This is an optimization exercise on Yosys and OpenROAD, whose aim is small area, a short achievable clock period and few clock cycles, not a production implementation. At most, simulation tests tie the RTL to the original design; equivalence was not proved.

## run 1
==> flow/design.v (excerpt) <==
module CONVEX(
input               CLK,
input               RST,
input       [4:0]   PT_XY,
output              READ_PT,
output reg  [9:0]   DROP_X,
output reg  [9:0]   DROP_Y,
output reg          DROP_V);
Size in the first run: about 29000 sq um of cells after synthesis.
clock: 8.5 ns
lec_check: 0
cap_margin: 0
core_margin: 2
core_utilization: 55
cts_cluster_diameter: 120
cts_cluster_size: 20
setup_slack_margin: 5
slew_margin: 0
run.sh (not shown) runs the stock make flow with config.mk's settings and CLKGATE_MAP_FILE= SYNTH_SCRIPT=/design/flow/synth_recipe.tcl, a recipe that flattens the netlist after the stock synthesis.
Run 1: full flow OK, the timing, DRC and antenna checks passed
Testbench counts of run 1, summed over its fixed seeds: cycles 23,534.
#### Input delta (run 2 over run 1)
- a change of CAP_MARGIN from 0 to 20
- a change of SLEW_MARGIN from 0 to 20
==> flow/flow/run.sh (new file) <==
#!/bin/bash
set -euo pipefail
MARGIN=${MARGIN:-5.3}
sed -E "s/SETUP_SLACK_MARGIN=[0-9.]+/SETUP_SLACK_MARGIN=${MARGIN}/" standard.sh > standard_margin.sh
grep -q "SETUP_SLACK_MARGIN=${MARGIN}" standard_margin.sh
bash standard_margin.sh > flow.log 2>&1
==> flow/standard.sh (new file) <==
#!/bin/bash
# synth_recipe.tcl (not shown) runs the flow's synth.tcl, then flattens the netlist and writes it again
# the make line also repeats each setting of config.mk as NAME=value (left out here)
make -C /OpenROAD-flow-scripts/flow DESIGN_CONFIG=/design/flow/config.mk WORK_HOME=/design/flow/orfs CLKGATE_MAP_FILE= SYNTH_SCRIPT=/design/flow/synth_recipe.tcl "${@:-finish}"
removed: flow/run.sh
## What came out
- | data arrival time of the critical path | run 1 vs run 2 | ≈ equal |
- Compared with run 1, run 2 shows max-slew headroom at the worst pin higher by 8.0 points.
- Looking at run 1 and run 2, the routed length on met1 is a wash.
- [run 2] non-clock buffer area fraction after layout rose 1.5 points relative to run 1
- [compare] base=run 1 new=run 2: clock network area share comparable; CTS H-tree depth comparable; fmax now larger.
- Run 2: growth of design area from synthesis to finish higher than run 1
Changes in run 3 relative to run 2:
==> flow/flow/run.sh <==
#!/bin/bash
set -euo pipefail
MARGIN=${MARGIN:-5.6}
sed -E "s/SETUP_SLACK_MARGIN=[0-9.]+/SETUP_SLACK_MARGIN=${MARGIN}/" standard.sh > standard_margin.sh
grep -q "SETUP_SLACK_MARGIN=${MARGIN}" standard_margin.sh
bash standard_margin.sh > flow.log 2>&1
## What came out
Looking at met1 track utilization from global routing, run 3 sits 1.2 points higher than run 2 does. On wire length on met2, the higher figure sits with run 3, not run 2. Min worst setup slack across run 2 and run 3: run 2. When run 3 is measured against run 2, its required time reported for the critical path endpoint turns out 0.06 ns lower.


## P
Another version of the RTL of CONVEX (not shown whole).
Size: ~510 flip-flops, about 29 I/O pins, roughly 28000 um^2 of cells after synthesis.
Settings: LEC_CHECK=0, CAP_MARGIN=20, CORE_MARGIN=2, CORE_UTILIZATION=55, CTS_CLUSTER_DIAMETER=140, CTS_CLUSTER_SIZE=24, SETUP_SLACK_MARGIN=5, SLEW_MARGIN=20; clock period 8.5 ns.
Stock flow here: none of the scripts above is used.
Testbench counts of P, summed over its fixed seeds: cycles 23,534.
Relative to P, the following input files were edited for Q:
- CTS_CLUSTER_DIAMETER changed from 140 to 120
- CTS_CLUSTER_SIZE changed from 24 to 20
### Flow results
Q vs. P: final cell count higher; total area of multi-input combinational cells level; relative area change from synthesis to final layout +0.81 points.
The global-route usage over all layers reported for Q is greater than that of P by 0.30 points.
Q vs. P: worst setup slack now sits at about the same level, core utilization grew by 0.45 points, number of clock buffer instances in the layout climbed 6.
Compared with P, Q shows a higher number of buffer and inverter instances along the worst setup path.
Compared Q vs P, and critical path depth is down in Q.


CONVEX, a different RTL version from the one above (not shown whole).
For scale: roughly 2700 cells after synthesis, ~570 flip-flops, roughly 29 I/O pins, ~31000 um2 of cells after synthesis.
==> flow/config.mk <==
export PLATFORM = sky130hd
export DESIGN_NAME = CONVEX
export DESIGN_NICKNAME = CONVEX
export VERILOG_FILES = /design/flow/design.v
export SDC_FILE = /design/flow/constraint.sdc
export NUM_CORES = 4
export LEC_CHECK = 0
export CAP_MARGIN = 20
export CORE_MARGIN = 2
export CORE_UTILIZATION = 55
export SETUP_SLACK_MARGIN = 4.5
export SLEW_MARGIN = 20
==> flow/constraint.sdc <==
create_clock -name core_clock -period 8.5 [get_ports {CLK}]
set_input_delay 1.7000 -clock core_clock [delete_from_list [all_inputs] [get_ports {CLK}]]
set_output_delay 1.7000 -clock core_clock [all_outputs]
set_load 0.01 [all_outputs]
The starting point produced a clean layout.
Next try:
--- a/flow/config.mk
+++ b/flow/config.mk
@@ -7,0 +8 @@
+export ABC_CLOCK_PERIOD_IN_PS = 3500
What happened: The new run finished with timing, DRC and antenna clean. Non-clock buffer count is unchanged. Final area is unchanged. Utilization does not change. Wire length does not change. Area after synthesis is unchanged. Worst setup slack stays the same. Clock-buffer cell count does not change. Global-route usage is unchanged. Hold slack stays the same. Cell count does not change.
Function was not checked in any run of this note: the RTL went through the layout flow alone.

## port drivers added, routing unchanged
In the flow no input, the clock included, has a driving cell. The finished layouts below were timed again as built, in two steps. Step 1 assumes that a clkbuf_16 drives the clock port and a buf_2 every other input. Step 2 moves the port delays by t, midway between the first and last clock arrival at a register: inputs arrive t later, outputs are due t later. That takes back most of the time a late clock gives input paths. Slacks: ideal / step 1 / step 2; pairs: ideal / step 1.
run | t (ns) | setup slack, ns | worst setup path after step 2 | clock arrival spread, ns
run 1 | 0.675 | 5.079 / 5.079 / 5.079 | register to register | 0.024 / 0.025
run 2 | 0.683 | 5.153 / 5.153 / 5.153 | register to register | 0.047 / 0.047
run 3 | 0.674 | 5.248 / 5.248 / 5.248 | register to register | 0.024 / 0.024
P | 0.647 | 5.111 / 5.111 / 5.111 | register to register | 0.031 / 0.031
Q | 0.679 | 5.111 / 5.099 / 5.111 | register to register | 0.033 / 0.034
the first run of note 3 | 0.686 | 4.269 / 4.269 / 4.269 | register to register | 0.026 / 0.026
the second run of note 3 | 0.686 | 4.269 / 4.269 / 4.269 | register to register | 0.026 / 0.026
After both steps setup and hold are still met in every run listed.
